From an optimization exercise on the open Yosys and OpenROAD flow, aimed at small area and a short achievable clock period; shortcuts taken in it are not production practice.
No run shown here included a check of the RTL's function; only the layout flow was run.
Power and IR drop assume default switching activity.

File: flow/run.sh
#!/bin/bash
# synth_recipe.tcl (not shown) runs the flow's synth.tcl, then flattens the netlist and writes it again
# the make line also repeats each setting of config.mk as NAME=value (left out here)
make -C /OpenROAD-flow-scripts/flow DESIGN_CONFIG=/design/flow/config.mk WORK_HOME=/design/flow/orfs CLKGATE_MAP_FILE= SYNTH_SCRIPT=/design/flow/synth_recipe.tcl finish
File: flow/config.mk
export PLATFORM = sky130hd
export DESIGN_NAME = perceptron_bp
export DESIGN_NICKNAME = perceptron_bp
export VERILOG_FILES = /design/flow/design.v
export SDC_FILE = /design/flow/constraint.sdc
export NUM_CORES = 4
export LEC_CHECK = 0
export ABC_CLOCK_PERIOD_IN_PS = 3000
export CAP_MARGIN = 20
export CORE_MARGIN = 2
export CORE_UTILIZATION = 40
export SETUP_SLACK_MARGIN = 3.5
export SLEW_MARGIN = 20
File: flow/constraint.sdc
create_clock -name core_clock -period 7.0 [get_ports {clk}]
set_input_delay 1.4000 -clock core_clock [delete_from_list [all_inputs] [get_ports {clk}]]
set_output_delay 1.4000 -clock core_clock [all_outputs]
set_load 0.01 [all_outputs]
File: flow/design.v
module dot_product_unit (
  input  logic         clk,
  input  logic [263:0] u,
  input  logic [5:0]   nzc,
  output logic [13:0]  da,
  output logic [13:0]  db
);
  logic s1;
  logic c2;
  logic s3;
  logic c4;
  logic s5;
  logic c6;
  logic s7;
  logic c8;
  logic s9;
  logic c10;
  logic s11;
  logic c12;
  logic s13;
  logic c14;
  logic s15;
  logic c16;
  logic s17;
  logic c18;
  logic s19;
  logic c20;
  logic s21;
  logic c22;
  logic s23;
  logic c24;
  logic s25;
  logic c26;
  logic s27;
  logic c28;
  logic s29;
  logic c30;
  logic s31;
  logic c32;
  logic s33;
  logic c34;
  logic s35;
  logic c36;
  logic s37;
  logic c38;
  logic s39;
  logic c40;
  logic s41;
  logic c42;
  logic s43;
  logic c44;
  logic s45;
  logic c46;
  logic s47;
  logic c48;
  logic s49;
  logic c50;
  logic s51;
  logic c52;
  logic s53;
  logic c54;
  logic s55;
  logic c56;
  logic s57;
  logic c58;
  logic s59;
  logic c60;
  logic s61;
  logic c62;
  logic s63;
  logic c64;
  logic s65;
  logic c66;
  logic s67;
  logic c68;
  logic s69;
  logic c70;
  logic s71;
  logic c72;
  logic s73;
  logic c74;
  logic s75;
  logic c76;
  logic s77;
  logic c78;
  logic s79;
  logic c80;
  logic s81;
  logic c82;
  logic s83;
  logic c84;
  logic s85;
  logic c86;
  logic s87;
  logic c88;
  logic s89;
  logic c90;
  logic s91;
  logic c92;
  logic s93;
  logic c94;
  logic s95;
  logic c96;
  logic s97;
  logic c98;
  logic s99;
  logic c100;
  logic s101;
  logic c102;
  logic s103;
  logic c104;
  logic s105;
  logic c106;
  logic s107;
  logic c108;
  logic s109;
  logic c110;
  logic s111;
  logic c112;
  logic s113;
  logic c114;
  logic s115;
  logic c116;
  logic s117;
  logic c118;
  logic s119;
  logic c120;
  logic s121;
  logic c122;
  logic s123;
  logic c124;
  logic s125;
  logic c126;
  logic s127;
  logic c128;
  logic s129;
  logic c130;
  logic s131;
  logic c132;
  logic s133;
  logic c134;
  logic s135;
  logic c136;
  logic s137;
  logic c138;
  logic s139;
  logic c140;
  logic s141;
  logic c142;
  logic s143;
  logic c144;
  logic s145;
  logic c146;
  logic s147;
  logic c148;
  logic s149;
  logic c150;
  logic s151;
  logic c152;
  logic s153;
  logic c154;
  logic s155;
  logic c156;
  logic s157;
  logic c158;
  logic s159;
  logic c160;
  logic s161;
  logic c162;
  logic s163;
  logic c164;
  logic s165;
  logic c166;
  logic s167;
  logic c168;
  logic s169;
  logic c170;
  logic s171;
  logic c172;
  logic s173;
  logic c174;
  logic s175;
  logic c176;
  logic s177;
  logic c178;
  logic s179;
  logic c180;
  logic s181;
  logic c182;
  logic s183;
  logic c184;
  logic s185;
  logic c186;
  logic s187;
  logic c188;
  logic s189;
  logic c190;
  logic s191;
  logic c192;
  logic s193;
  logic c194;
  logic s195;
  logic c196;
  logic s197;
  logic c198;
  logic s199;
  logic c200;
  logic s201;
  logic c202;
  logic s203;
  logic c204;
  logic s205;
  logic c206;
  logic s207;
  logic c208;
  logic s209;
  logic c210;
  logic s211;
  logic c212;
  logic s213;
  logic c214;
  logic s215;
  logic c216;
  logic s217;
  logic c218;
  logic s219;
  logic c220;
  logic s221;
  logic c222;
  logic s223;
  logic c224;
  logic s225;
  logic c226;
  logic s227;
  logic c228;
  logic s229;
  logic c230;
  logic s231;
  logic c232;
  logic s233;
  logic c234;
  logic s235;
  logic c236;
  logic s237;
  logic c238;
  logic s239;
  logic c240;
  logic s241;
  logic c242;
  logic s243;
  logic c244;
  logic s245;
  logic c246;
  logic s247;
  logic c248;
  logic s249;
  logic c250;
  logic s251;
  logic c252;
  logic s253;
  logic c254;
  logic s255;
  logic c256;
  logic s257;
  logic c258;
  logic s259;
  logic c260;
  logic s261;
  logic c262;
  logic s263;
  logic c264;
  logic s265;
  logic c266;
  logic s267;
  logic c268;
  logic s269;
  logic c270;
  logic s271;
  logic c272;
  logic s273;
  logic c274;
  logic s275;
  logic c276;
  logic s277;
  logic c278;
  logic s279;
  logic c280;
  logic s281;
  logic c282;
  logic s283;
  logic c284;
  logic s285;
  logic c286;
  logic s287;
  logic c288;
  logic s289;
  logic c290;
  logic s291;
  logic c292;
  logic s293;
  logic c294;
  logic s295;
  logic c296;
  logic s297;
  logic c298;
  logic s299;
  logic c300;
  logic s301;
  logic c302;
  logic s303;
  logic c304;
  logic s305;
  logic c306;
  logic s307;
  logic c308;
  logic s309;
  logic c310;
  logic s311;
  logic c312;
  logic s313;
  logic c314;
  logic s315;
  logic c316;
  logic s317;
  logic c318;
  logic s319;
  logic c320;
  logic s321;
  logic c322;
  logic s323;
  logic c324;
  logic s325;
  logic c326;
  logic s327;
  logic c328;
  logic s329;
  logic c330;
  logic s331;
  logic c332;
  logic s333;
  logic c334;
  logic s335;
  logic c336;
  logic s337;
  logic c338;
  logic s339;
  logic c340;
  logic s341;
  logic c342;
  logic s343;
  logic c344;
  logic s345;
  logic c346;
  logic s347;
  logic c348;
  logic s349;
  logic c350;
  logic s351;
  logic c352;
  logic s353;
  logic c354;
  logic s355;
  logic c356;
  logic s357;
  logic c358;
  logic s359;
  logic c360;
  logic s361;
  logic c362;
  logic s363;
  logic c364;
  logic s365;
  logic c366;
  logic s367;
  logic c368;
  logic s369;
  logic c370;
  logic s371;
  logic c372;
  logic s373;
  logic c374;
  logic s375;
  logic c376;
  logic s377;
  logic c378;
  logic s379;
  logic c380;
  logic s381;
  logic c382;
  logic s383;
  logic c384;
  logic s385;
  logic c386;
  logic s387;
  logic c388;
  logic s389;
  logic c390;
  logic s391;
  logic c392;
  logic s393;
  logic c394;
  logic s395;
  logic c396;
  logic s397;
  logic c398;
  logic s399;
  logic c400;
  logic s401;
  logic c402;
  logic s403;
  logic c404;
  logic s405;
  logic c406;
  logic s407;
  logic c408;
  logic s409;
  logic c410;
  logic s411;
  logic c412;
  logic s413;
  logic c414;
  logic s415;
  logic c416;
  logic s417;
  logic c418;
  logic s419;
  logic c420;
  logic s421;
  logic c422;
  logic s423;
  logic c424;
  logic s425;
  logic c426;
  logic s427;
  logic c428;
  logic s429;
  logic c430;
  logic s431;
  logic c432;
  logic s433;
  logic c434;
  logic s435;
  logic c436;
  logic s437;
  logic c438;
  logic s439;
  logic c440;
  logic s441;
  logic c442;
  logic s443;
  logic c444;
  logic s445;
  logic c446;
  logic s447;
  logic c448;
  logic s449;
  logic c450;
  logic s451;
  logic c452;
  logic s453;
  logic c454;
  logic s455;
  logic c456;
  logic s457;
  logic c458;
  logic s459;
  logic c460;
  logic s461;
  logic c462;
  logic s463;
  logic c464;
  logic s465;
  logic c466;
  logic s467;
  logic c468;
  logic s469;
  logic c470;
  logic s471;
  logic c472;
  logic s473;
  logic c474;
  logic s475;
  logic c476;
  logic s477;
  logic c478;
  logic s479;
  logic c480;
  logic s481;
  logic c482;
  logic s483;
  logic c484;
  logic s485;
  logic c486;
  logic s487;
  logic c488;
  logic s489;
  logic c490;
  logic s491;
  logic c492;
  logic s493;
  logic c494;
  logic s495;
  logic c496;
  logic s497;
  logic c498;
  logic s499;
  logic c500;
  logic s501;
  logic c502;
  logic s503;
  logic c504;
  logic s505;
  logic c506;
  logic s507;
  logic c508;
  logic s509;
  logic c510;
  logic s511;
  logic c512;
  logic s513;
  logic c514;
  logic s515;
  logic c516;
  logic s517;
  logic c518;
  logic s519;
  logic c520;
  logic s521;
  logic c522;
  logic s523;
  logic c524;
  logic s525;
  logic c526;
  logic s527;
  logic c528;
  logic s529;
  logic c530;
  logic s531;
  logic c532;
  logic p0_0;
  logic p0_1;
  logic p0_2;
  logic p0_3;
  logic p0_4;
  logic p0_5;
  logic p0_6;
  logic p0_7;
  logic p0_8;
  logic p0_9;
  logic p0_10;
  logic p0_11;
  logic p0_12;
  logic p1_0;
  logic p1_1;
  logic p1_2;
  logic p1_3;
  logic p1_4;
  logic p1_5;
  logic p1_6;
  logic p1_7;
  logic p1_8;
  logic p1_9;
  logic p1_10;
  logic p1_11;
  logic p1_12;
  logic p2_0;
  logic p2_1;
  logic p2_2;
  logic p2_3;
  logic p2_4;
  logic p2_5;
  logic p2_6;
  logic p2_7;
  logic p2_8;
  logic p2_9;
  logic p2_10;
  logic p2_11;
  logic p2_12;
  logic p3_0;
  logic p3_1;
  logic p3_2;
  logic p3_3;
  logic p3_4;
  logic p3_5;
  logic p3_6;
  logic p3_7;
  logic p3_8;
  logic p3_9;
  logic p3_10;
  logic p3_11;
  logic p3_12;
  logic p4_0;
  logic p4_1;
  logic p4_2;
  logic p4_3;
  logic p4_4;
  logic p4_5;
  logic p4_6;
  logic p4_7;
  logic p4_8;
  logic p4_9;
  logic p4_10;
  logic p4_11;
  logic p4_12;
  logic p5_0;
  logic p5_1;
  logic p5_2;
  logic p5_3;
  logic p5_4;
  logic p5_5;
  logic p5_6;
  logic p5_7;
  logic p5_8;
  logic p5_9;
  logic p5_10;
  logic p5_11;
  logic p5_12;
  logic p6_0;
  logic p6_1;
  logic p6_2;
  logic p6_3;
  logic p6_4;
  logic p6_5;
  logic p6_6;
  logic p6_7;
  logic p6_8;
  logic p6_9;
  logic p6_10;
  logic p6_11;
  logic p6_12;
  logic p7_0;
  logic p7_1;
  logic p7_2;
  logic p7_3;
  logic p7_4;
  logic p7_5;
  logic p7_6;
  logic p7_7;
  logic p7_8;
  logic p7_9;
  logic p7_10;
  logic p7_11;
  logic p8_0;
  logic p8_1;
  logic p8_2;
  logic p8_3;
  logic p8_4;
  logic p8_5;
  logic p8_6;
  logic p8_7;
  logic p8_8;
  logic p8_9;
  logic p8_10;
  logic p8_11;
  logic p9_0;
  logic p9_1;
  logic p9_2;
  logic p9_3;
  logic p9_4;
  assign s1 = u[0] ^ u[8] ^ u[16];
  assign c2 = (u[0] & u[8]) | (u[0] & u[16]) | (u[8] & u[16]);
  assign s3 = u[24] ^ u[32] ^ u[40];
  assign c4 = (u[24] & u[32]) | (u[24] & u[40]) | (u[32] & u[40]);
  assign s5 = u[48] ^ u[56] ^ u[64];
  assign c6 = (u[48] & u[56]) | (u[48] & u[64]) | (u[56] & u[64]);
  assign s7 = u[1] ^ u[9] ^ u[17];
  assign c8 = (u[1] & u[9]) | (u[1] & u[17]) | (u[9] & u[17]);
  assign s9 = u[25] ^ u[33] ^ u[41];
  assign c10 = (u[25] & u[33]) | (u[25] & u[41]) | (u[33] & u[41]);
  assign s11 = u[49] ^ u[57] ^ u[65];
  assign c12 = (u[49] & u[57]) | (u[49] & u[65]) | (u[57] & u[65]);
  assign s13 = u[73] ^ u[81] ^ u[89];
  assign c14 = (u[73] & u[81]) | (u[73] & u[89]) | (u[81] & u[89]);
  assign s15 = u[97] ^ u[105];
  assign c16 = u[97] & u[105];
  assign s17 = u[2] ^ u[10] ^ u[18];
  assign c18 = (u[2] & u[10]) | (u[2] & u[18]) | (u[10] & u[18]);
  assign s19 = u[26] ^ u[34] ^ u[42];
  assign c20 = (u[26] & u[34]) | (u[26] & u[42]) | (u[34] & u[42]);
  assign s21 = u[50] ^ u[58] ^ u[66];
  assign c22 = (u[50] & u[58]) | (u[50] & u[66]) | (u[58] & u[66]);
  assign s23 = u[74] ^ u[82] ^ u[90];
  assign c24 = (u[74] & u[82]) | (u[74] & u[90]) | (u[82] & u[90]);
  assign s25 = u[98] ^ u[106] ^ u[114];
  assign c26 = (u[98] & u[106]) | (u[98] & u[114]) | (u[106] & u[114]);
  assign s27 = u[122] ^ u[130];
  assign c28 = u[122] & u[130];
  assign s29 = u[3] ^ u[11] ^ u[19];
  assign c30 = (u[3] & u[11]) | (u[3] & u[19]) | (u[11] & u[19]);
  assign s31 = u[27] ^ u[35] ^ u[43];
  assign c32 = (u[27] & u[35]) | (u[27] & u[43]) | (u[35] & u[43]);
  assign s33 = u[51] ^ u[59] ^ u[67];
  assign c34 = (u[51] & u[59]) | (u[51] & u[67]) | (u[59] & u[67]);
  assign s35 = u[75] ^ u[83] ^ u[91];
  assign c36 = (u[75] & u[83]) | (u[75] & u[91]) | (u[83] & u[91]);
  assign s37 = u[99] ^ u[107] ^ u[115];
  assign c38 = (u[99] & u[107]) | (u[99] & u[115]) | (u[107] & u[115]);
  assign s39 = u[123] ^ u[131] ^ u[139];
  assign c40 = (u[123] & u[131]) | (u[123] & u[139]) | (u[131] & u[139]);
  assign s41 = u[4] ^ u[12] ^ u[20];
  assign c42 = (u[4] & u[12]) | (u[4] & u[20]) | (u[12] & u[20]);
  assign s43 = u[28] ^ u[36] ^ u[44];
  assign c44 = (u[28] & u[36]) | (u[28] & u[44]) | (u[36] & u[44]);
  assign s45 = u[52] ^ u[60] ^ u[68];
  assign c46 = (u[52] & u[60]) | (u[52] & u[68]) | (u[60] & u[68]);
  assign s47 = u[76] ^ u[84] ^ u[92];
  assign c48 = (u[76] & u[84]) | (u[76] & u[92]) | (u[84] & u[92]);
  assign s49 = u[100] ^ u[108] ^ u[116];
  assign c50 = (u[100] & u[108]) | (u[100] & u[116]) | (u[108] & u[116]);
  assign s51 = u[124] ^ u[132] ^ u[140];
  assign c52 = (u[124] & u[132]) | (u[124] & u[140]) | (u[132] & u[140]);
  assign s53 = u[5] ^ u[13] ^ u[21];
  assign c54 = (u[5] & u[13]) | (u[5] & u[21]) | (u[13] & u[21]);
  assign s55 = u[29] ^ u[37] ^ u[45];
  assign c56 = (u[29] & u[37]) | (u[29] & u[45]) | (u[37] & u[45]);
  assign s57 = u[53] ^ u[61] ^ u[69];
  assign c58 = (u[53] & u[61]) | (u[53] & u[69]) | (u[61] & u[69]);
  assign s59 = u[77] ^ u[85] ^ u[93];
  assign c60 = (u[77] & u[85]) | (u[77] & u[93]) | (u[85] & u[93]);
  assign s61 = u[101] ^ u[109] ^ u[117];
  assign c62 = (u[101] & u[109]) | (u[101] & u[117]) | (u[109] & u[117]);
  assign s63 = u[125] ^ u[133] ^ u[141];
  assign c64 = (u[125] & u[133]) | (u[125] & u[141]) | (u[133] & u[141]);
  assign s65 = u[6] ^ u[14] ^ u[22];
  assign c66 = (u[6] & u[14]) | (u[6] & u[22]) | (u[14] & u[22]);
  assign s67 = u[30] ^ u[38] ^ u[46];
  assign c68 = (u[30] & u[38]) | (u[30] & u[46]) | (u[38] & u[46]);
  assign s69 = u[54] ^ u[62] ^ u[70];
  assign c70 = (u[54] & u[62]) | (u[54] & u[70]) | (u[62] & u[70]);
  assign s71 = u[78] ^ u[86] ^ u[94];
  assign c72 = (u[78] & u[86]) | (u[78] & u[94]) | (u[86] & u[94]);
  assign s73 = u[102] ^ u[110] ^ u[118];
  assign c74 = (u[102] & u[110]) | (u[102] & u[118]) | (u[110] & u[118]);
  assign s75 = u[126] ^ u[134];
  assign c76 = u[126] & u[134];
  assign s77 = u[7] ^ u[15] ^ u[23];
  assign c78 = (u[7] & u[15]) | (u[7] & u[23]) | (u[15] & u[23]);
  assign s79 = u[31] ^ u[39] ^ u[47];
  assign c80 = (u[31] & u[39]) | (u[31] & u[47]) | (u[39] & u[47]);
  assign s81 = u[55] ^ u[63] ^ u[71];
  assign c82 = (u[55] & u[63]) | (u[55] & u[71]) | (u[63] & u[71]);
  assign s83 = u[79] ^ u[87] ^ u[95];
  assign c84 = (u[79] & u[87]) | (u[79] & u[95]) | (u[87] & u[95]);
  assign s85 = u[103] ^ u[111] ^ u[119];
  assign c86 = (u[103] & u[111]) | (u[103] & u[119]) | (u[111] & u[119]);
  assign s87 = u[127] ^ u[135] ^ u[143];
  assign c88 = (u[127] & u[135]) | (u[127] & u[143]) | (u[135] & u[143]);
  assign s89 = s1 ^ s3 ^ s5;
  assign c90 = (s1 & s3) | (s1 & s5) | (s3 & s5);
  assign s91 = u[72] ^ u[80] ^ u[88];
  assign c92 = (u[72] & u[80]) | (u[72] & u[88]) | (u[80] & u[88]);
  assign s93 = u[96] ^ u[104] ^ u[112];
  assign c94 = (u[96] & u[104]) | (u[96] & u[112]) | (u[104] & u[112]);
  assign s95 = u[120] ^ u[128] ^ u[136];
  assign c96 = (u[120] & u[128]) | (u[120] & u[136]) | (u[128] & u[136]);
  assign s97 = u[144] ^ u[152];
  assign c98 = u[144] & u[152];
  assign s99 = c2 ^ c4 ^ c6;
  assign c100 = (c2 & c4) | (c2 & c6) | (c4 & c6);
  assign s101 = s7 ^ s9 ^ s11;
  assign c102 = (s7 & s9) | (s7 & s11) | (s9 & s11);
  assign s103 = s13 ^ s15 ^ u[113];
  assign c104 = (s13 & s15) | (s13 & u[113]) | (s15 & u[113]);
  assign s105 = u[121] ^ u[129] ^ u[137];
  assign c106 = (u[121] & u[129]) | (u[121] & u[137]) | (u[129] & u[137]);
  assign s107 = u[145] ^ u[153] ^ u[161];
  assign c108 = (u[145] & u[153]) | (u[145] & u[161]) | (u[153] & u[161]);
  assign s109 = u[169] ^ u[177] ^ u[185];
  assign c110 = (u[169] & u[177]) | (u[169] & u[185]) | (u[177] & u[185]);
  assign s111 = u[193] ^ u[201] ^ u[209];
  assign c112 = (u[193] & u[201]) | (u[193] & u[209]) | (u[201] & u[209]);
  assign s113 = c8 ^ c10 ^ c12;
  assign c114 = (c8 & c10) | (c8 & c12) | (c10 & c12);
  assign s115 = c14 ^ c16 ^ s17;
  assign c116 = (c14 & c16) | (c14 & s17) | (c16 & s17);
  assign s117 = s19 ^ s21 ^ s23;
  assign c118 = (s19 & s21) | (s19 & s23) | (s21 & s23);
  assign s119 = s25 ^ s27 ^ u[138];
  assign c120 = (s25 & s27) | (s25 & u[138]) | (s27 & u[138]);
  assign s121 = u[146] ^ u[154] ^ u[162];
  assign c122 = (u[146] & u[154]) | (u[146] & u[162]) | (u[154] & u[162]);
  assign s123 = u[170] ^ u[178] ^ u[186];
  assign c124 = (u[170] & u[178]) | (u[170] & u[186]) | (u[178] & u[186]);
  assign s125 = u[194] ^ u[202] ^ u[210];
  assign c126 = (u[194] & u[202]) | (u[194] & u[210]) | (u[202] & u[210]);
  assign s127 = u[218] ^ u[226] ^ u[234];
  assign c128 = (u[218] & u[226]) | (u[218] & u[234]) | (u[226] & u[234]);
  assign s129 = c18 ^ c20 ^ c22;
  assign c130 = (c18 & c20) | (c18 & c22) | (c20 & c22);
  assign s131 = c24 ^ c26 ^ c28;
  assign c132 = (c24 & c26) | (c24 & c28) | (c26 & c28);
  assign s133 = s29 ^ s31 ^ s33;
  assign c134 = (s29 & s31) | (s29 & s33) | (s31 & s33);
  assign s135 = s35 ^ s37 ^ s39;
  assign c136 = (s35 & s37) | (s35 & s39) | (s37 & s39);
  assign s137 = u[147] ^ u[155] ^ u[163];
  assign c138 = (u[147] & u[155]) | (u[147] & u[163]) | (u[155] & u[163]);
  assign s139 = u[171] ^ u[179] ^ u[187];
  assign c140 = (u[171] & u[179]) | (u[171] & u[187]) | (u[179] & u[187]);
  assign s141 = u[195] ^ u[203] ^ u[211];
  assign c142 = (u[195] & u[203]) | (u[195] & u[211]) | (u[203] & u[211]);
  assign s143 = u[219] ^ u[227] ^ u[235];
  assign c144 = (u[219] & u[227]) | (u[219] & u[235]) | (u[227] & u[235]);
  assign s145 = u[243] ^ u[251];
  assign c146 = u[243] & u[251];
  assign s147 = c30 ^ c32 ^ c34;
  assign c148 = (c30 & c32) | (c30 & c34) | (c32 & c34);
  assign s149 = c36 ^ c38 ^ c40;
  assign c150 = (c36 & c38) | (c36 & c40) | (c38 & c40);
  assign s151 = s41 ^ s43 ^ s45;
  assign c152 = (s41 & s43) | (s41 & s45) | (s43 & s45);
  assign s153 = s47 ^ s49 ^ s51;
  assign c154 = (s47 & s49) | (s47 & s51) | (s49 & s51);
  assign s155 = u[148] ^ u[156] ^ u[164];
  assign c156 = (u[148] & u[156]) | (u[148] & u[164]) | (u[156] & u[164]);
  assign s157 = u[172] ^ u[180] ^ u[188];
  assign c158 = (u[172] & u[180]) | (u[172] & u[188]) | (u[180] & u[188]);
  assign s159 = u[196] ^ u[204] ^ u[212];
  assign c160 = (u[196] & u[204]) | (u[196] & u[212]) | (u[204] & u[212]);
  assign s161 = u[220] ^ u[228] ^ u[236];
  assign c162 = (u[220] & u[228]) | (u[220] & u[236]) | (u[228] & u[236]);
  assign s163 = u[244] ^ u[252] ^ u[260];
  assign c164 = (u[244] & u[252]) | (u[244] & u[260]) | (u[252] & u[260]);
  assign s165 = c42 ^ c44 ^ c46;
  assign c166 = (c42 & c44) | (c42 & c46) | (c44 & c46);
  assign s167 = c48 ^ c50 ^ c52;
  assign c168 = (c48 & c50) | (c48 & c52) | (c50 & c52);
  assign s169 = s53 ^ s55 ^ s57;
  assign c170 = (s53 & s55) | (s53 & s57) | (s55 & s57);
  assign s171 = s59 ^ s61 ^ s63;
  assign c172 = (s59 & s61) | (s59 & s63) | (s61 & s63);
  assign s173 = u[149] ^ u[157] ^ u[165];
  assign c174 = (u[149] & u[157]) | (u[149] & u[165]) | (u[157] & u[165]);
  assign s175 = u[173] ^ u[181] ^ u[189];
  assign c176 = (u[173] & u[181]) | (u[173] & u[189]) | (u[181] & u[189]);
  assign s177 = u[197] ^ u[205] ^ u[213];
  assign c178 = (u[197] & u[205]) | (u[197] & u[213]) | (u[205] & u[213]);
  assign s179 = u[221] ^ u[229] ^ u[237];
  assign c180 = (u[221] & u[229]) | (u[221] & u[237]) | (u[229] & u[237]);
  assign s181 = u[245] ^ u[253] ^ u[261];
  assign c182 = (u[245] & u[253]) | (u[245] & u[261]) | (u[253] & u[261]);
  assign s183 = c54 ^ c56 ^ c58;
  assign c184 = (c54 & c56) | (c54 & c58) | (c56 & c58);
  assign s185 = c60 ^ c62 ^ c64;
  assign c186 = (c60 & c62) | (c60 & c64) | (c62 & c64);
  assign s187 = s65 ^ s67 ^ s69;
  assign c188 = (s65 & s67) | (s65 & s69) | (s67 & s69);
  assign s189 = s71 ^ s73 ^ s75;
  assign c190 = (s71 & s73) | (s71 & s75) | (s73 & s75);
  assign s191 = u[142] ^ u[150] ^ u[158];
  assign c192 = (u[142] & u[150]) | (u[142] & u[158]) | (u[150] & u[158]);
  assign s193 = u[166] ^ u[174] ^ u[182];
  assign c194 = (u[166] & u[174]) | (u[166] & u[182]) | (u[174] & u[182]);
  assign s195 = u[190] ^ u[198] ^ u[206];
  assign c196 = (u[190] & u[198]) | (u[190] & u[206]) | (u[198] & u[206]);
  assign s197 = u[214] ^ u[222] ^ u[230];
  assign c198 = (u[214] & u[222]) | (u[214] & u[230]) | (u[222] & u[230]);
  assign s199 = u[238] ^ u[246] ^ u[254];
  assign c200 = (u[238] & u[246]) | (u[238] & u[254]) | (u[246] & u[254]);
  assign s201 = c66 ^ c68 ^ c70;
  assign c202 = (c66 & c68) | (c66 & c70) | (c68 & c70);
  assign s203 = c72 ^ c74 ^ c76;
  assign c204 = (c72 & c74) | (c72 & c76) | (c74 & c76);
  assign s205 = s77 ^ s79 ^ s81;
  assign c206 = (s77 & s79) | (s77 & s81) | (s79 & s81);
  assign s207 = s83 ^ s85 ^ s87;
  assign c208 = (s83 & s85) | (s83 & s87) | (s85 & s87);
  assign s209 = u[151] ^ u[159] ^ u[167];
  assign c210 = (u[151] & u[159]) | (u[151] & u[167]) | (u[159] & u[167]);
  assign s211 = u[175] ^ u[183] ^ u[191];
  assign c212 = (u[175] & u[183]) | (u[175] & u[191]) | (u[183] & u[191]);
  assign s213 = u[199] ^ u[207] ^ u[215];
  assign c214 = (u[199] & u[207]) | (u[199] & u[215]) | (u[207] & u[215]);
  assign s215 = u[223] ^ u[231] ^ u[239];
  assign c216 = (u[223] & u[231]) | (u[223] & u[239]) | (u[231] & u[239]);
  assign s217 = u[247] ^ u[255] ^ u[263];
  assign c218 = (u[247] & u[255]) | (u[247] & u[263]) | (u[255] & u[263]);
  assign s219 = s89 ^ s91 ^ s93;
  assign c220 = (s89 & s91) | (s89 & s93) | (s91 & s93);
  assign s221 = s95 ^ s97 ^ u[160];
  assign c222 = (s95 & s97) | (s95 & u[160]) | (s97 & u[160]);
  assign s223 = u[168] ^ u[176] ^ u[184];
  assign c224 = (u[168] & u[176]) | (u[168] & u[184]) | (u[176] & u[184]);
  assign s225 = c90 ^ c92 ^ c94;
  assign c226 = (c90 & c92) | (c90 & c94) | (c92 & c94);
  assign s227 = c96 ^ c98 ^ s99;
  assign c228 = (c96 & c98) | (c96 & s99) | (c98 & s99);
  assign s229 = s101 ^ s103 ^ s105;
  assign c230 = (s101 & s103) | (s101 & s105) | (s103 & s105);
  assign s231 = s107 ^ s109 ^ s111;
  assign c232 = (s107 & s109) | (s107 & s111) | (s109 & s111);
  assign s233 = u[217] ^ u[225];
  assign c234 = u[217] & u[225];
  assign s235 = c100 ^ c102 ^ c104;
  assign c236 = (c100 & c102) | (c100 & c104) | (c102 & c104);
  assign s237 = c106 ^ c108 ^ c110;
  assign c238 = (c106 & c108) | (c106 & c110) | (c108 & c110);
  assign s239 = c112 ^ s113 ^ s115;
  assign c240 = (c112 & s113) | (c112 & s115) | (s113 & s115);
  assign s241 = s117 ^ s119 ^ s121;
  assign c242 = (s117 & s119) | (s117 & s121) | (s119 & s121);
  assign s243 = s123 ^ s125 ^ s127;
  assign c244 = (s123 & s125) | (s123 & s127) | (s125 & s127);
  assign s245 = u[242] ^ u[250];
  assign c246 = u[242] & u[250];
  assign s247 = c114 ^ c116 ^ c118;
  assign c248 = (c114 & c116) | (c114 & c118) | (c116 & c118);
  assign s249 = c120 ^ c122 ^ c124;
  assign c250 = (c120 & c122) | (c120 & c124) | (c122 & c124);
  assign s251 = c126 ^ c128 ^ s129;
  assign c252 = (c126 & c128) | (c126 & s129) | (c128 & s129);
  assign s253 = s131 ^ s133 ^ s135;
  assign c254 = (s131 & s133) | (s131 & s135) | (s133 & s135);
  assign s255 = s137 ^ s139 ^ s141;
  assign c256 = (s137 & s139) | (s137 & s141) | (s139 & s141);
  assign s257 = s143 ^ s145 ^ u[259];
  assign c258 = (s143 & s145) | (s143 & u[259]) | (s145 & u[259]);
  assign s259 = c130 ^ c132 ^ c134;
  assign c260 = (c130 & c132) | (c130 & c134) | (c132 & c134);
  assign s261 = c136 ^ c138 ^ c140;
  assign c262 = (c136 & c138) | (c136 & c140) | (c138 & c140);
  assign s263 = c142 ^ c144 ^ c146;
  assign c264 = (c142 & c144) | (c142 & c146) | (c144 & c146);
  assign s265 = s147 ^ s149 ^ s151;
  assign c266 = (s147 & s149) | (s147 & s151) | (s149 & s151);
  assign s267 = s153 ^ s155 ^ s157;
  assign c268 = (s153 & s155) | (s153 & s157) | (s155 & s157);
  assign s269 = s159 ^ s161 ^ s163;
  assign c270 = (s159 & s161) | (s159 & s163) | (s161 & s163);
  assign s271 = c148 ^ c150 ^ c152;
  assign c272 = (c148 & c150) | (c148 & c152) | (c150 & c152);
  assign s273 = c154 ^ c156 ^ c158;
  assign c274 = (c154 & c156) | (c154 & c158) | (c156 & c158);
  assign s275 = c160 ^ c162 ^ c164;
  assign c276 = (c160 & c162) | (c160 & c164) | (c162 & c164);
  assign s277 = s165 ^ s167 ^ s169;
  assign c278 = (s165 & s167) | (s165 & s169) | (s167 & s169);
  assign s279 = s171 ^ s173 ^ s175;
  assign c280 = (s171 & s173) | (s171 & s175) | (s173 & s175);
  assign s281 = s177 ^ s179 ^ s181;
  assign c282 = (s177 & s179) | (s177 & s181) | (s179 & s181);
  assign s283 = c166 ^ c168 ^ c170;
  assign c284 = (c166 & c168) | (c166 & c170) | (c168 & c170);
  assign s285 = c172 ^ c174 ^ c176;
  assign c286 = (c172 & c174) | (c172 & c176) | (c174 & c176);
  assign s287 = c178 ^ c180 ^ c182;
  assign c288 = (c178 & c180) | (c178 & c182) | (c180 & c182);
  assign s289 = s183 ^ s185 ^ s187;
  assign c290 = (s183 & s185) | (s183 & s187) | (s185 & s187);
  assign s291 = s189 ^ s191 ^ s193;
  assign c292 = (s189 & s191) | (s189 & s193) | (s191 & s193);
  assign s293 = s195 ^ s197 ^ s199;
  assign c294 = (s195 & s197) | (s195 & s199) | (s197 & s199);
  assign s295 = c184 ^ c186 ^ c188;
  assign c296 = (c184 & c186) | (c184 & c188) | (c186 & c188);
  assign s297 = c190 ^ c192 ^ c194;
  assign c298 = (c190 & c192) | (c190 & c194) | (c192 & c194);
  assign s299 = c196 ^ c198 ^ c200;
  assign c300 = (c196 & c198) | (c196 & c200) | (c198 & c200);
  assign s301 = s201 ^ s203 ^ s205;
  assign c302 = (s201 & s203) | (s201 & s205) | (s203 & s205);
  assign s303 = s207 ^ s209 ^ s211;
  assign c304 = (s207 & s209) | (s207 & s211) | (s209 & s211);
  assign s305 = s213 ^ s215 ^ s217;
  assign c306 = (s213 & s215) | (s213 & s217) | (s215 & s217);
  assign s307 = c202 ^ c204 ^ c206;
  assign c308 = (c202 & c204) | (c202 & c206) | (c204 & c206);
  assign s309 = c208 ^ c210 ^ c212;
  assign c310 = (c208 & c210) | (c208 & c212) | (c210 & c212);
  assign s311 = c214 ^ c216 ^ c218;
  assign c312 = (c214 & c216) | (c214 & c218) | (c216 & c218);
  assign s313 = c78 ^ c80 ^ c82;
  assign c314 = (c78 & c80) | (c78 & c82) | (c80 & c82);
  assign s315 = c84 ^ c86;
  assign c316 = c84 & c86;
  always_ff @(posedge clk) begin
    p0_0 <= s219;
    p0_1 <= s221;
    p0_2 <= s223;
    p0_3 <= u[192];
    p0_4 <= u[200];
    p0_5 <= u[208];
    p0_6 <= u[216];
    p0_7 <= u[224];
    p0_8 <= u[232];
    p0_9 <= u[240];
    p0_10 <= u[248];
    p0_11 <= u[256];
    p0_12 <= nzc[0];
    p1_0 <= c220;
    p1_1 <= c222;
    p1_2 <= c224;
    p1_3 <= s225;
    p1_4 <= s227;
    p1_5 <= s229;
    p1_6 <= s231;
    p1_7 <= s233;
    p1_8 <= u[233];
    p1_9 <= u[241];
    p1_10 <= u[249];
    p1_11 <= u[257];
    p1_12 <= nzc[1];
    p2_0 <= c226;
    p2_1 <= c228;
    p2_2 <= c230;
    p2_3 <= c232;
    p2_4 <= c234;
    p2_5 <= s235;
    p2_6 <= s237;
    p2_7 <= s239;
    p2_8 <= s241;
    p2_9 <= s243;
    p2_10 <= s245;
    p2_11 <= u[258];
    p2_12 <= nzc[2];
    p3_0 <= c236;
    p3_1 <= c238;
    p3_2 <= c240;
    p3_3 <= c242;
    p3_4 <= c244;
    p3_5 <= c246;
    p3_6 <= s247;
    p3_7 <= s249;
    p3_8 <= s251;
    p3_9 <= s253;
    p3_10 <= s255;
    p3_11 <= s257;
    p3_12 <= nzc[3];
    p4_0 <= c248;
    p4_1 <= c250;
    p4_2 <= c252;
    p4_3 <= c254;
    p4_4 <= c256;
    p4_5 <= c258;
    p4_6 <= s259;
    p4_7 <= s261;
    p4_8 <= s263;
    p4_9 <= s265;
    p4_10 <= s267;
    p4_11 <= s269;
    p4_12 <= nzc[4];
    p5_0 <= c260;
    p5_1 <= c262;
    p5_2 <= c264;
    p5_3 <= c266;
    p5_4 <= c268;
    p5_5 <= c270;
    p5_6 <= s271;
    p5_7 <= s273;
    p5_8 <= s275;
    p5_9 <= s277;
    p5_10 <= s279;
    p5_11 <= s281;
    p5_12 <= nzc[5];
    p6_0 <= c272;
    p6_1 <= c274;
    p6_2 <= c276;
    p6_3 <= c278;
    p6_4 <= c280;
    p6_5 <= c282;
    p6_6 <= s283;
    p6_7 <= s285;
    p6_8 <= s287;
    p6_9 <= s289;
    p6_10 <= s291;
    p6_11 <= s293;
    p6_12 <= u[262];
    p7_0 <= c284;
    p7_1 <= c286;
    p7_2 <= c288;
    p7_3 <= c290;
    p7_4 <= c292;
    p7_5 <= c294;
    p7_6 <= s295;
    p7_7 <= s297;
    p7_8 <= s299;
    p7_9 <= s301;
    p7_10 <= s303;
    p7_11 <= s305;
    p8_0 <= c296;
    p8_1 <= c298;
    p8_2 <= c300;
    p8_3 <= c302;
    p8_4 <= c304;
    p8_5 <= c306;
    p8_6 <= s307;
    p8_7 <= s309;
    p8_8 <= s311;
    p8_9 <= s313;
    p8_10 <= s315;
    p8_11 <= c88;
    p9_0 <= c308;
    p9_1 <= c310;
    p9_2 <= c312;
    p9_3 <= c314;
    p9_4 <= c316;
  end
  assign s317 = p0_0 ^ p0_1 ^ p0_2;
  assign c318 = (p0_0 & p0_1) | (p0_0 & p0_2) | (p0_1 & p0_2);
  assign s319 = p0_3 ^ p0_4 ^ p0_5;
  assign c320 = (p0_3 & p0_4) | (p0_3 & p0_5) | (p0_4 & p0_5);
  assign s321 = p1_0 ^ p1_1 ^ p1_2;
  assign c322 = (p1_0 & p1_1) | (p1_0 & p1_2) | (p1_1 & p1_2);
  assign s323 = p1_3 ^ p1_4 ^ p1_5;
  assign c324 = (p1_3 & p1_4) | (p1_3 & p1_5) | (p1_4 & p1_5);
  assign s325 = p1_6 ^ p1_7 ^ p1_8;
  assign c326 = (p1_6 & p1_7) | (p1_6 & p1_8) | (p1_7 & p1_8);
  assign s327 = p2_0 ^ p2_1 ^ p2_2;
  assign c328 = (p2_0 & p2_1) | (p2_0 & p2_2) | (p2_1 & p2_2);
  assign s329 = p2_3 ^ p2_4 ^ p2_5;
  assign c330 = (p2_3 & p2_4) | (p2_3 & p2_5) | (p2_4 & p2_5);
  assign s331 = p2_6 ^ p2_7 ^ p2_8;
  assign c332 = (p2_6 & p2_7) | (p2_6 & p2_8) | (p2_7 & p2_8);
  assign s333 = p2_9 ^ p2_10;
  assign c334 = p2_9 & p2_10;
  assign s335 = p3_0 ^ p3_1 ^ p3_2;
  assign c336 = (p3_0 & p3_1) | (p3_0 & p3_2) | (p3_1 & p3_2);
  assign s337 = p3_3 ^ p3_4 ^ p3_5;
  assign c338 = (p3_3 & p3_4) | (p3_3 & p3_5) | (p3_4 & p3_5);
  assign s339 = p3_6 ^ p3_7 ^ p3_8;
  assign c340 = (p3_6 & p3_7) | (p3_6 & p3_8) | (p3_7 & p3_8);
  assign s341 = p3_9 ^ p3_10 ^ p3_11;
  assign c342 = (p3_9 & p3_10) | (p3_9 & p3_11) | (p3_10 & p3_11);
  assign s343 = p4_0 ^ p4_1 ^ p4_2;
  assign c344 = (p4_0 & p4_1) | (p4_0 & p4_2) | (p4_1 & p4_2);
  assign s345 = p4_3 ^ p4_4 ^ p4_5;
  assign c346 = (p4_3 & p4_4) | (p4_3 & p4_5) | (p4_4 & p4_5);
  assign s347 = p4_6 ^ p4_7 ^ p4_8;
  assign c348 = (p4_6 & p4_7) | (p4_6 & p4_8) | (p4_7 & p4_8);
  assign s349 = p4_9 ^ p4_10 ^ p4_11;
  assign c350 = (p4_9 & p4_10) | (p4_9 & p4_11) | (p4_10 & p4_11);
  assign s351 = p5_0 ^ p5_1 ^ p5_2;
  assign c352 = (p5_0 & p5_1) | (p5_0 & p5_2) | (p5_1 & p5_2);
  assign s353 = p5_3 ^ p5_4 ^ p5_5;
  assign c354 = (p5_3 & p5_4) | (p5_3 & p5_5) | (p5_4 & p5_5);
  assign s355 = p5_6 ^ p5_7 ^ p5_8;
  assign c356 = (p5_6 & p5_7) | (p5_6 & p5_8) | (p5_7 & p5_8);
  assign s357 = p5_9 ^ p5_10 ^ p5_11;
  assign c358 = (p5_9 & p5_10) | (p5_9 & p5_11) | (p5_10 & p5_11);
  assign s359 = p6_0 ^ p6_1 ^ p6_2;
  assign c360 = (p6_0 & p6_1) | (p6_0 & p6_2) | (p6_1 & p6_2);
  assign s361 = p6_3 ^ p6_4 ^ p6_5;
  assign c362 = (p6_3 & p6_4) | (p6_3 & p6_5) | (p6_4 & p6_5);
  assign s363 = p6_6 ^ p6_7 ^ p6_8;
  assign c364 = (p6_6 & p6_7) | (p6_6 & p6_8) | (p6_7 & p6_8);
  assign s365 = p6_9 ^ p6_10 ^ p6_11;
  assign c366 = (p6_9 & p6_10) | (p6_9 & p6_11) | (p6_10 & p6_11);
  assign s367 = p7_0 ^ p7_1 ^ p7_2;
  assign c368 = (p7_0 & p7_1) | (p7_0 & p7_2) | (p7_1 & p7_2);
  assign s369 = p7_3 ^ p7_4 ^ p7_5;
  assign c370 = (p7_3 & p7_4) | (p7_3 & p7_5) | (p7_4 & p7_5);
  assign s371 = p7_6 ^ p7_7 ^ p7_8;
  assign c372 = (p7_6 & p7_7) | (p7_6 & p7_8) | (p7_7 & p7_8);
  assign s373 = p7_9 ^ p7_10 ^ p7_11;
  assign c374 = (p7_9 & p7_10) | (p7_9 & p7_11) | (p7_10 & p7_11);
  assign s375 = p8_0 ^ p8_1 ^ p8_2;
  assign c376 = (p8_0 & p8_1) | (p8_0 & p8_2) | (p8_1 & p8_2);
  assign s377 = p8_3 ^ p8_4 ^ p8_5;
  assign c378 = (p8_3 & p8_4) | (p8_3 & p8_5) | (p8_4 & p8_5);
  assign s379 = p8_6 ^ p8_7 ^ p8_8;
  assign c380 = (p8_6 & p8_7) | (p8_6 & p8_8) | (p8_7 & p8_8);
  assign s381 = p8_9 ^ p8_10 ^ p8_11;
  assign c382 = (p8_9 & p8_10) | (p8_9 & p8_11) | (p8_10 & p8_11);
  assign s383 = p9_0 ^ p9_1;
  assign c384 = p9_0 & p9_1;
  assign s385 = s317 ^ s319 ^ p0_6;
  assign c386 = (s317 & s319) | (s317 & p0_6) | (s319 & p0_6);
  assign s387 = p0_7 ^ p0_8;
  assign c388 = p0_7 & p0_8;
  assign s389 = c318 ^ c320 ^ s321;
  assign c390 = (c318 & c320) | (c318 & s321) | (c320 & s321);
  assign s391 = s323 ^ s325 ^ p1_9;
  assign c392 = (s323 & s325) | (s323 & p1_9) | (s325 & p1_9);
  assign s393 = p1_10 ^ p1_11;
  assign c394 = p1_10 & p1_11;
  assign s395 = c322 ^ c324 ^ c326;
  assign c396 = (c322 & c324) | (c322 & c326) | (c324 & c326);
  assign s397 = s327 ^ s329 ^ s331;
  assign c398 = (s327 & s329) | (s327 & s331) | (s329 & s331);
  assign s399 = s333 ^ p2_11 ^ p2_12;
  assign c400 = (s333 & p2_11) | (s333 & p2_12) | (p2_11 & p2_12);
  assign s401 = c328 ^ c330 ^ c332;
  assign c402 = (c328 & c330) | (c328 & c332) | (c330 & c332);
  assign s403 = c334 ^ s335 ^ s337;
  assign c404 = (c334 & s335) | (c334 & s337) | (s335 & s337);
  assign s405 = s339 ^ s341 ^ p3_12;
  assign c406 = (s339 & s341) | (s339 & p3_12) | (s341 & p3_12);
  assign s407 = c336 ^ c338 ^ c340;
  assign c408 = (c336 & c338) | (c336 & c340) | (c338 & c340);
  assign s409 = c342 ^ s343 ^ s345;
  assign c410 = (c342 & s343) | (c342 & s345) | (s343 & s345);
  assign s411 = s347 ^ s349 ^ p4_12;
  assign c412 = (s347 & s349) | (s347 & p4_12) | (s349 & p4_12);
  assign s413 = c344 ^ c346 ^ c348;
  assign c414 = (c344 & c346) | (c344 & c348) | (c346 & c348);
  assign s415 = c350 ^ s351 ^ s353;
  assign c416 = (c350 & s351) | (c350 & s353) | (s351 & s353);
  assign s417 = s355 ^ s357 ^ p5_12;
  assign c418 = (s355 & s357) | (s355 & p5_12) | (s357 & p5_12);
  assign s419 = c352 ^ c354 ^ c356;
  assign c420 = (c352 & c354) | (c352 & c356) | (c354 & c356);
  assign s421 = c358 ^ s359 ^ s361;
  assign c422 = (c358 & s359) | (c358 & s361) | (s359 & s361);
  assign s423 = s363 ^ s365 ^ p6_12;
  assign c424 = (s363 & s365) | (s363 & p6_12) | (s365 & p6_12);
  assign s425 = c360 ^ c362 ^ c364;
  assign c426 = (c360 & c362) | (c360 & c364) | (c362 & c364);
  assign s427 = c366 ^ s367 ^ s369;
  assign c428 = (c366 & s367) | (c366 & s369) | (s367 & s369);
  assign s429 = s371 ^ s373 ^ 1'b1;
  assign c430 = (s371 & s373) | (s371 & 1'b1) | (s373 & 1'b1);
  assign s431 = c368 ^ c370 ^ c372;
  assign c432 = (c368 & c370) | (c368 & c372) | (c370 & c372);
  assign s433 = c374 ^ s375 ^ s377;
  assign c434 = (c374 & s375) | (c374 & s377) | (s375 & s377);
  assign s435 = s379 ^ s381 ^ 1'b1;
  assign c436 = (s379 & s381) | (s379 & 1'b1) | (s381 & 1'b1);
  assign s437 = c376 ^ c378 ^ c380;
  assign c438 = (c376 & c378) | (c376 & c380) | (c378 & c380);
  assign s439 = c382 ^ s383 ^ p9_2;
  assign c440 = (c382 & s383) | (c382 & p9_2) | (s383 & p9_2);
  assign s441 = p9_3 ^ p9_4 ^ 1'b1;
  assign c442 = (p9_3 & p9_4) | (p9_3 & 1'b1) | (p9_4 & 1'b1);
  assign s443 = s385 ^ s387 ^ p0_9;
  assign c444 = (s385 & s387) | (s385 & p0_9) | (s387 & p0_9);
  assign s445 = c386 ^ c388 ^ s389;
  assign c446 = (c386 & c388) | (c386 & s389) | (c388 & s389);
  assign s447 = s391 ^ s393;
  assign c448 = s391 & s393;
  assign s449 = c390 ^ c392 ^ c394;
  assign c450 = (c390 & c392) | (c390 & c394) | (c392 & c394);
  assign s451 = s395 ^ s397 ^ s399;
  assign c452 = (s395 & s397) | (s395 & s399) | (s397 & s399);
  assign s453 = c396 ^ c398 ^ c400;
  assign c454 = (c396 & c398) | (c396 & c400) | (c398 & c400);
  assign s455 = s401 ^ s403 ^ s405;
  assign c456 = (s401 & s403) | (s401 & s405) | (s403 & s405);
  assign s457 = c402 ^ c404 ^ c406;
  assign c458 = (c402 & c404) | (c402 & c406) | (c404 & c406);
  assign s459 = s407 ^ s409 ^ s411;
  assign c460 = (s407 & s409) | (s407 & s411) | (s409 & s411);
  assign s461 = c408 ^ c410 ^ c412;
  assign c462 = (c408 & c410) | (c408 & c412) | (c410 & c412);
  assign s463 = s413 ^ s415 ^ s417;
  assign c464 = (s413 & s415) | (s413 & s417) | (s415 & s417);
  assign s465 = c414 ^ c416 ^ c418;
  assign c466 = (c414 & c416) | (c414 & c418) | (c416 & c418);
  assign s467 = s419 ^ s421 ^ s423;
  assign c468 = (s419 & s421) | (s419 & s423) | (s421 & s423);
  assign s469 = c420 ^ c422 ^ c424;
  assign c470 = (c420 & c422) | (c420 & c424) | (c422 & c424);
  assign s471 = s425 ^ s427 ^ s429;
  assign c472 = (s425 & s427) | (s425 & s429) | (s427 & s429);
  assign s473 = c426 ^ c428 ^ c430;
  assign c474 = (c426 & c428) | (c426 & c430) | (c428 & c430);
  assign s475 = s431 ^ s433 ^ s435;
  assign c476 = (s431 & s433) | (s431 & s435) | (s433 & s435);
  assign s477 = c432 ^ c434 ^ c436;
  assign c478 = (c432 & c434) | (c432 & c436) | (c434 & c436);
  assign s479 = s437 ^ s439 ^ s441;
  assign c480 = (s437 & s439) | (s437 & s441) | (s439 & s441);
  assign s481 = c438 ^ c440 ^ c442;
  assign c482 = (c438 & c440) | (c438 & c442) | (c440 & c442);
  assign s483 = c384 ^ 1'b1;
  assign c484 = c384 & 1'b1;
  assign s485 = s443 ^ p0_10;
  assign c486 = s443 & p0_10;
  assign s487 = c444 ^ s445 ^ s447;
  assign c488 = (c444 & s445) | (c444 & s447) | (s445 & s447);
  assign s489 = c446 ^ c448 ^ s449;
  assign c490 = (c446 & c448) | (c446 & s449) | (c448 & s449);
  assign s491 = c450 ^ c452 ^ s453;
  assign c492 = (c450 & c452) | (c450 & s453) | (c452 & s453);
  assign s493 = c454 ^ c456 ^ s457;
  assign c494 = (c454 & c456) | (c454 & s457) | (c456 & s457);
  assign s495 = c458 ^ c460 ^ s461;
  assign c496 = (c458 & c460) | (c458 & s461) | (c460 & s461);
  assign s497 = c462 ^ c464 ^ s465;
  assign c498 = (c462 & c464) | (c462 & s465) | (c464 & s465);
  assign s499 = c466 ^ c468 ^ s469;
  assign c500 = (c466 & c468) | (c466 & s469) | (c468 & s469);
  assign s501 = c470 ^ c472 ^ s473;
  assign c502 = (c470 & c472) | (c470 & s473) | (c472 & s473);
  assign s503 = c474 ^ c476 ^ s477;
  assign c504 = (c474 & c476) | (c474 & s477) | (c476 & s477);
  assign s505 = c478 ^ c480 ^ s481;
  assign c506 = (c478 & c480) | (c478 & s481) | (c480 & s481);
  assign s507 = c482 ^ c484;
  assign c508 = c482 & c484;
  assign s509 = s485 ^ p0_11;
  assign c510 = s485 & p0_11;
  assign s511 = c486 ^ s487 ^ p1_12;
  assign c512 = (c486 & s487) | (c486 & p1_12) | (s487 & p1_12);
  assign s513 = c488 ^ s489 ^ s451;
  assign c514 = (c488 & s489) | (c488 & s451) | (s489 & s451);
  assign s515 = c490 ^ s491 ^ s455;
  assign c516 = (c490 & s491) | (c490 & s455) | (s491 & s455);
  assign s517 = c492 ^ s493 ^ s459;
  assign c518 = (c492 & s493) | (c492 & s459) | (s493 & s459);
  assign s519 = c494 ^ s495 ^ s463;
  assign c520 = (c494 & s495) | (c494 & s463) | (s495 & s463);
  assign s521 = c496 ^ s497 ^ s467;
  assign c522 = (c496 & s497) | (c496 & s467) | (s497 & s467);
  assign s523 = c498 ^ s499 ^ s471;
  assign c524 = (c498 & s499) | (c498 & s471) | (s499 & s471);
  assign s525 = c500 ^ s501 ^ s475;
  assign c526 = (c500 & s501) | (c500 & s475) | (s501 & s475);
  assign s527 = c502 ^ s503 ^ s479;
  assign c528 = (c502 & s503) | (c502 & s479) | (s503 & s479);
  assign s529 = c504 ^ s505 ^ s483;
  assign c530 = (c504 & s505) | (c504 & s483) | (s505 & s483);
  assign s531 = c506 ^ s507 ^ 1'b1;
  assign c532 = (c506 & s507) | (c506 & 1'b1) | (s507 & 1'b1);
  assign da = {1'b1, c532, c530, c528, c526, c524, c522, c520, c518, c516, c514, c512, c510, s509};
  assign db = {1'b0, c508, s531, s529, s527, s525, s523, s521, s519, s517, s515, s513, s511, p0_12};
endmodule
module perceptron_bp (
  input  logic        clk,
  input  logic        rst,
  input  logic [31:0] pc,
  input  logic        predict_en,
  output logic        prediction,
  output logic        prediction_valid,
  output logic [15:0] confidence,
  input  logic        train_en,
  input  logic [31:0] train_pc,
  input  logic        actual_taken,
  input  logic        history_update_en,
  input  logic        branch_taken,
  output logic [15:0] prediction_count,
  output logic [15:0] misprediction_count
);
  localparam int N = 8;
  localparam int ROW = 264;
  logic [2:0] pidx, tidx;
  assign pidx = pc[4:2] ^ pc[12:10] ^ pc[20:18];
  assign tidx = train_pc[4:2] ^ train_pc[12:10] ^ train_pc[20:18];
  logic [13:0] conf_a, conf_b;   
  logic [13:0] conf;             
  assign conf = conf_a + conf_b;
  logic        mispredicted, small_conf, should_train;
  assign mispredicted = conf[13] ^ ~actual_taken;    
  assign small_conf   = conf[13] ? (&conf[12:4] & (|conf[3:0])) : ~(|conf[12:4]);
  assign should_train = train_en & (mispredicted | small_conf);
  logic [N-1:0]   v;             
  logic [N-1:0]   wsel;          
  logic [N-1:0]   tsel;          
  logic [N-1:0]   psel;          
  logic           pv1, pv2, pvalid;
  logic           at_r;          
  logic           hu_r, hb_r;    
  logic [31:0]    hd;            
  logic [5:0]     nzc;           
  logic [N-1:0][ROW-1:0] w;      
  logic [15:0]    pcnt, mcnt;
  logic [N-1:0] v_next;
  assign v_next = v | wsel;
  always_ff @(posedge clk or posedge rst) begin
    if (rst) begin
      v      <= '0;
      wsel   <= '0;
      pv1    <= 1'b0;
      pv2    <= 1'b0;
      pvalid <= 1'b0;
      hu_r   <= 1'b0;
      hd     <= '0;
      nzc    <= 6'd32;
      pcnt   <= '0;
      mcnt   <= '0;
      conf_a <= '0;
      conf_b <= '0;
    end else begin
      v      <= v_next;
      for (int e = 0; e < N; e++) wsel[e] <= should_train & (tidx == e);
      pv1    <= predict_en;
      pv2    <= pv1;
      pvalid <= pv2;
      hu_r   <= history_update_en;
      if (hu_r) begin
        hd  <= {hd[30:0], hb_r};
        nzc <= nzc + {5'd0, ~hb_r} - {5'd0, ~hd[31]};
      end
      if (train_en) begin
        pcnt <= pcnt + 16'd1;
        if (mispredicted) mcnt <= mcnt + 16'd1;
      end
      if (pv2) begin
        conf_a <= dsa;
        conf_b <= dsb;
      end
    end
  end
  always_ff @(posedge clk) begin
    for (int e = 0; e < N; e++) begin
      tsel[e] <= should_train & (tidx == e) & v_next[e];
      psel[e] <= (pidx == e) & v_next[e];
    end
    at_r <= actual_taken;
    hb_r <= branch_taken;
  end
  logic [ROW-1:0] trow, prow;
  always_comb begin
    trow = '0;
    prow = '0;
    for (int e = 0; e < N; e++) begin
      trow = trow | ({ROW{tsel[e]}} & w[e]);
      prow = prow | ({ROW{psel[e]}} & w[e]);
    end
  end
  function automatic logic [7:0] step(input logic [7:0] x, input logic up);
    if (up) step = (x == 8'h7f) ? x : x + 8'd1;
    else    step = (x == 8'h80) ? x : x - 8'd1;
  endfunction
  logic [ROW-1:0] nrow;
  always_comb begin
    for (int k = 0; k < 32; k++)
      nrow[k*8 +: 8] = step(trow[k*8 +: 8], at_r == hd[k]);
    nrow[256 +: 8] = step(trow[256 +: 8], at_r);
  end
  always_ff @(posedge clk) begin
    for (int e = 0; e < N; e++)
      if (wsel[e]) w[e] <= nrow;
  end
  logic [ROW-1:0] u;
  always_comb begin
    for (int k = 0; k < 32; k++)
      u[k*8 +: 8] = prow[k*8 +: 8] ^ {hd[k], {7{~hd[k]}}};
    u[256 +: 8] = prow[256 +: 8] ^ 8'h80;
  end
  logic [13:0] dsa, dsb;
  dot_product_unit dp (.clk(clk), .u(u), .nzc(nzc), .da(dsa), .db(dsb));
  assign confidence          = {{2{conf[13]}}, conf};
  assign prediction          = ~conf[13];
  assign prediction_valid    = pvalid;
  assign prediction_count    = pcnt;
  assign misprediction_count = mcnt;
endmodule
==> metrics.md, run 1 <==
| Metric | Value |
|---|---|
| Power density over the cells | `597.3 nW/um^2` |
| Share of synthesized area occupied by flip-flops and latches | `60.63%` |
| Fill cell instance count of the final layout | `24100` |
| Clock-pin slew of the registers on the worst-case setup and hold paths | `0.06 ns` |
| Met3 routing resource usage after global routing | `5.357%` |
| Final worst-path setup slack | `2.561 ns` |
| Max-slew headroom | `4.977%` |
| Worst endpoint data arrival time | `3.04 ns` |
| Vias | `85700` |
| Syn-to-layout area delta | `16.87%` |
| Die ar. | `289300 um^2` |
| Number of enable-type register cells in the synthesized netlist | `2112` |
| Iteration count of the initial detailed-routing pass | `9` |
| Largest net degree at the start of global routing | `118` |
| Req. time, crit path | `5.60 ns` |
| Post-Route Setup TNS | `0 ns` |
| Primary FF master, synth | `sky130_fd_sc_hd__edfxtp_1` |
| Number of global-route vias before repair | `83320` |
| Global placement routability congestion | `0.8958` |
| Largest fanout on the critical path | `2` |
| CP max-delay cell | `sky130_fd_sc_hd__fa_2` |
| Outcome | `finished clean` |
| Final instance count without filler cells | `12890` |
| Largest cells by area after synthesis | `sky130_fd_sc_hd__edfxtp_1 (56%), sky130_fd_sc_hd__a22oi_1 (14%), sky130_fd_sc_hd__fa_1 (4.3%)` |
| Via density per instance | `6.648` |
| Routed Antenna Nets | `0` |
| Final clock skew | `0.07431 ns` |
| Clock Root Buffer | `sky130_fd_sc_hd__clkbuf_16` |
| Final critical delay including setup and external delays | `4.439 ns` |
| Maximum VDD drop | `0.7515 mV` |
| Pleak | `0.04385 uW` |
| Number of warnings printed during yosys synthesis | `2` |
| GR Overflow Total | `0` |
| Crit path kind | `register to primary output` |
| Share of post-route cells with drive strength above 1 | `13.25%` |
| Half-perimeter wire length of the detailed placement result | `205600 um` |
| Tcrit/Tclk final | `63.41%` |
| Iteration-0 DRC count of the detailed router | `14080` |
| Initial Utilization | `40.31%` |
| Post-detailed-routing wire length | `406100 um` |
| Setup-violating endpoint count in the final report | `0` |
| Post-synthesis cell count | `8765` |
| Met1 track demand over resource in global routing | `35.19%` |
| Slew Limit Fails | `0` |
| Met2 track demand over resource in global routing | `41.29%` |
| Antenna violations before repair | `9` |
| Fmax achieved | `225.3 MHz` |
| Post-synthesis cell type with the largest combined area | `sky130_fd_sc_hd__edfxtp_1` |
| Cells after DPL | `12170` |
| Ports placed on the boundary | `121` |
| Clock insertion delay at the later pin of the skew report | `0.98 ns` |
| Quantity of I/O buffers inserted on ports | `74` |
| Mean Syn Cell Area | `13.01 um^2` |
| Most used cell, CP | `sky130_fd_sc_hd__o31a_1` |
| DRC viols | `0` |
| Floorplan die width | `537.8 um` |
| H-tree depth | `5` |
| GRT busiest layer | `met2` |
| Nature of the critical path endpoint | `primary output` |
| Actual slew at the worst max-slew pin | `1.415 ns` |
| RSZ-0062 raised after global routing | `yes` |
| Post-synth net total | `9223` |
| Largest stage delay, worst path | `0.37 ns` |
| Flip-flop and latch count after synthesis | `2367` |
| Vert. Die Dim | `537.8 um` |
| CP Launch Type | `register` |
| Hold WS | `0.3538 ns` |
| Avg WL per Cell | `31.51 um` |
| Max capacitance violation total | `0` |
| Clock buffer count from CTS | `277` |
| Synth cell types | `82` |
| Pre-CTS WS | `2.630 ns` |
| CTS tree | `yes` |
| Count of standard-cell rows | `195` |
| Number of nets at the end of the flow | `9414` |
| # clock sinks | `2367` |
| Post-synth top area share | `55.64%` |
| Fraction of registers with async set/reset | `4.943%` |
| Placeable core region | `282800 um^2` |
| Overall power of the completed layout | `79570 uW` |
| Maximum root-to-sink buffer count | `4` |
| First-pass GRT wire length | `566500 um` |
| Aggregate global-route resource usage | `26.50%` |
| HP Class | `register to register` |
| Combined area of all synthesized cells | `114000 um^2` |
| Fin. Hold Viols | `0` |
| Critical-path cell list | `ha_2 > inv_2 > fa_2 > nor2b_4 > o31a_1 > a211oi_2 > o31a_1 > o211ai_1 > inv_1 > buf_6` |
worst paths after layout:
kind / startpoint / end / slack, ns / cells past startpoint
max in group asynchronous: rst / hd[18] / 5.16 / 3
min reg2reg: pv1 / pv2 / 0.35 / 0
min: pv1 / pv2 / 0.35 / 0
min in group asynchronous: rst / mcnt[9] / 1.13 / 3
max reg2reg: conf_a[0] / wsel[3] / 3.22 / 18
max: conf_b[0] / confidence[12] / 2.56 / 10
layer usage:
layer  wire, um  part of all wire, %
met2     182400                   45
met3      48630                   12
met4      21440                  5.3
met5         92                0.023
met1     153600                   38
Yosys cell counts (all sizes together), types with 240 or more instances:
cell / instances
clkbuf: 310
inv: 413
nand4: 545
xnor2: 318
xor2: 243
nor2: 295
buf: 240
a22oi: 2117
fa: 247
edfxtp: 2112
nand2: 313
stage by stage:
stage | utilization [%] | instance area [um^2]
global route | 47.11 | 133200
finish | 47.11 | 133200
CTS | 46.21 | 130700
global placement | 42.11 | 119100
detailed placement | 42.11 | 119100
floorplan | - | 114000
state kept, by name, indices dropped and copies added, names as in the netlist, 6 cells and up:
register,flops
psel,8
hd,32
mcnt,16
pcnt,16
tsel,8
v,8
w,2112
conf_a,14
conf_b,13
nzc,6
wsel,8
area by class of cell:
cell class	instances	area [um^2]	area share [%]
Sequential cell	2367	69220	51.95
Tap cell	3743	4683	3.515
Multi-Input combinational cell	5435	43060	32.32
Timing Repair Buffer	461	5974	4.485
Clock buffer	336	7411	5.563
Antenna cell	2	5.005	0.003757
Inverter	414	1558	1.169
Clock inverter	132	1315	0.9871
critical path: cells and delay by family, from the launching register on:
family	cells	cell delay [ns]
simple gates	1	0.14
flops	1	0.36
compound gates	4	0.79
buf+inv	3	0.26
fa+ha+maj	2	0.56
report_power, final:
part	internal [uW]	total (uW)	switching, uW	leakage (uW)
sequential	22500	24300	1780	0.0217
clock	8390	14100	5750	0.00425
combinational	14800	41200	26300	0.0179
total	45700	79600	33900	0.0439
logic make-up after synthesis:
logic type / Yosys count / synth area share (%)
AO/OA/AOI/OAI: 2712 / 17.30
XOR/XNOR: 561 / 4.310
adder cells (fa/ha/maj): 387 / 5.875
buffers and inverters: 964 / 3.272
flip-flops: 2367 / 60.63
multiplexers: 75 / 0.7244
AND/OR/NAND/NOR: 1699 / 7.893
cells in the final DEF (no fill, tap or decap), types with 139 or more instances in the layout:
cell / instances
sky130_fd_sc_hd__xor2_1: 217
sky130_fd_sc_hd__nand3_1: 139
sky130_fd_sc_hd__clkbuf_16: 299
sky130_fd_sc_hd__nor2_1: 288
sky130_fd_sc_hd__inv_1: 396
sky130_fd_sc_hd__edfxtp_1: 2112
sky130_fd_sc_hd__fa_1: 218
sky130_fd_sc_hd__buf_4: 210
sky130_fd_sc_hd__nand4_1: 545
sky130_fd_sc_hd__xnor2_1: 263
sky130_fd_sc_hd__a22oi_1: 2094
sky130_fd_sc_hd__nand2_1: 309
timing repair:
| item | CTS | global route |
|---|---|---|
| pin swaps | 47 | 97 |
| endpoints found under the setup margin | 2005 | 1412 |
| hold endpoints to repair | 0 | 0 |
| hold buffers | 0 | 0 |
| setup buffers | 111 | 111 |
| resized for setup | 290 | 265 |
| gates cloned | 13 | 16 |
==> inputs of run 2 (changes only) <==
--- a/flow/config.mk
+++ b/flow/config.mk
@@ -9,5 +9,7 @@
 export CAP_MARGIN = 20
 export CORE_MARGIN = 2
 export CORE_UTILIZATION = 40
+export CTS_CLUSTER_DIAMETER = 100
+export CTS_CLUSTER_SIZE = 30
 export SETUP_SLACK_MARGIN = 3.5
 export SLEW_MARGIN = 20
==> metrics.md, run 2 <==
| Metric | Value |
|---|---|
| Outcome | `finished clean` |
| Number of warnings printed during yosys synthesis | `2 (unchanged)` |
| Combined area of all synthesized cells | `114000 um^2 (unchanged)` |
| Post-detailed-routing wire length | `401600 um (-1.1%)` |
| Post-synthesis cell type with the largest combined area | `sky130_fd_sc_hd__edfxtp_1` |
| Aggregate global-route resource usage | `26.07% (-0.43 points)` |
| Largest cells by area after synthesis | `sky130_fd_sc_hd__edfxtp_1 (56%), sky130_fd_sc_hd__a22oi_1 (14%), sky130_fd_sc_hd__fa_1 (4.3%)` |
| Fill cell instance count of the final layout | `24540 (+1.8%)` |
| Sequential Area | `69220 um^2 (about the same)` |
| Primary FF master, synth | `sky130_fd_sc_hd__edfxtp_1` |
| Post-Route Setup TNS | `0 ns (unchanged)` |
| R2r startpoint | `conf_a[3]` |
| Fin. Hold Viols | `0 (unchanged)` |
| CP Launch Type | `register` |
| Initial Utilization | `40.31% (unchanged)` |
| Routed Antenna Nets | `0 (unchanged)` |
| Synth cell types | `82 (unchanged)` |
| Final critical delay including setup and external delays | `4.419 ns (-0.01932 ns)` |
| Mean Syn Cell Area | `13.01 um^2 (unchanged)` |
| Number of global-route vias before repair | `81680 (-2.0%)` |
| Avg WL per Cell | `31.79 um (+0.90%)` |
| Area of placed instances | `119100 um^2 (unchanged)` |
| DRC viols | `0 (unchanged)` |
| Leading cell types by count after synthesis | `sky130_fd_sc_hd__a22oi_1 (2117), sky130_fd_sc_hd__edfxtp_1 (2112), sky130_fd_sc_hd__nand4_1 (545)` |
| CTS tree | `yes` |
| Largest registers | `w x2112, hd x32` |
| Antenna violations before repair | `9 (unchanged)` |
| Maximum VDD drop | `1.047 mV (+39%)` |
| Number of nets at the end of the flow | `9256 (-1.7%)` |
| Floorplan die width | `537.8 um (unchanged)` |
| RSZ-0062 raised after global routing | `yes` |
| Fmax achieved | `226.3 MHz (+0.44%)` |
| Iteration-0 DRC count of the detailed router | `14080 (-0.028%)` |
| Post-synthesis cell count | `8765 (unchanged)` |
==> run 2: cell types whose count changed in the layout (fill, tap and decap cells not counted), moves of 9 or more <==
| cell | before | now |
|---|---|---|
| sky130_fd_sc_hd__clkinv_1 | 47 | 2 |
| sky130_fd_sc_hd__clkbuf_8 | 13 | 0 |
| sky130_fd_sc_hd__clkbuf_16 | 299 | 126 |
| sky130_fd_sc_hd__inv_8 | 0 | 9 |
| sky130_fd_sc_hd__bufinv_16 | 24 | 3 |
| sky130_fd_sc_hd__clkbuf_1 | 40 | 31 |
| sky130_fd_sc_hd__clkinv_2 | 35 | 6 |
| sky130_fd_sc_hd__clkinvlp_4 | 13 | 3 |
| sky130_fd_sc_hd__buf_4 | 210 | 221 |
==> run 2: per-layer routing <==
layer / up-vias / GRT usage (%) / share of wire [%]
li1: 34830 / - / -
met1: 42610 / 34.89 / 38
met2: 6064 / 41.20 / 45
met3: 994 / 4.749 / 11
met4: 2 / 12.07 / 4.9
met5: - / 0 / 0.0027
==> run 2: worst min-delay path by stage <==
stage	from	end	slack, ns	cells after the start
floorplan	pv1	pv2	0.33	0
global placement	pv1	pv2	0.35	0
detailed placement	pv1	pv2	0.34	0
CTS	pv1	pv2	0.36	0
global route	pv1	pv2	0.37	0
finish	pv1	pv2	0.36	0
==> run 2: what timing repair did <==
item,in CTS,in global routing
gates cloned,11,20
resized for setup,322,295
hold buffers,0,0
pin swaps,60,120
setup buffers,117,120
setup endpoints to repair,2097,1659
==> run 2: logic make-up (layout without fill, tap and decap cells) <==
logic type               Yosys count  count (layout)  share of synthesized area, %
AO/OA/AOI/OAI                   2712            2712                         17.30
flip-flops                      2367            2367                         60.63
AND/OR/NAND/NOR                 1699            1700                         7.893
buffers and inverters            964            1082                         3.272
XOR/XNOR                         561             561                         4.310
adder cells (fa/ha/maj)          387             387                         5.875
multiplexers                      75              75                        0.7244
other                              0               5                             0
==> run 2: through the flow <==
step                hold WS (ns)  utilization [%]  total power (uW)  std cells
finish                    0.3628            45.42             73440      12630
global route              0.3743            45.42             77020      12630
CTS                       0.3641            44.39             70570      12490
detailed placement        0.3435            42.11             61300      12170
global placement          0.3463            42.11             60540      12170
floorplan                 0.3312                -             45480       8765
==> run 2: cell type report <==
cell class	count	area share (%)
multi-input cells	5435	33.71
inverters	414	1.213
well taps	3743	3.646
diodes	5	0.009742
clock buffers	137	2.156
repair buffers	478	4.814
clock inverters	53	0.5533
flip-flops and latches	2367	53.90
==> run 2: report_power, final <==
part           switching (uW)  internal (uW)  leakage (uW)  total (uW)
clock                    4730           3110       0.00168        7840
sequential               1760          22400        0.0217       24200
combinational           26400          15100        0.0180       41400
==> run 2: critical path, cell delays in order (launching register included) <==
cell and delay, ns:
sky130_fd_sc_hd__dfrtp_1 0.39, sky130_fd_sc_hd__ha_2 0.37, sky130_fd_sc_hd__or2_2 0.32, sky130_fd_sc_hd__o31a_1 0.14
sky130_fd_sc_hd__buf_4 0.15, sky130_fd_sc_hd__buf_6 0.12, sky130_fd_sc_hd__nand3_1 0.08, sky130_fd_sc_hd__o211ai_1 0.11
sky130_fd_sc_hd__a21oi_2 0.20, sky130_fd_sc_hd__xnor2_2 0.13, sky130_fd_sc_hd__buf_2 0.16
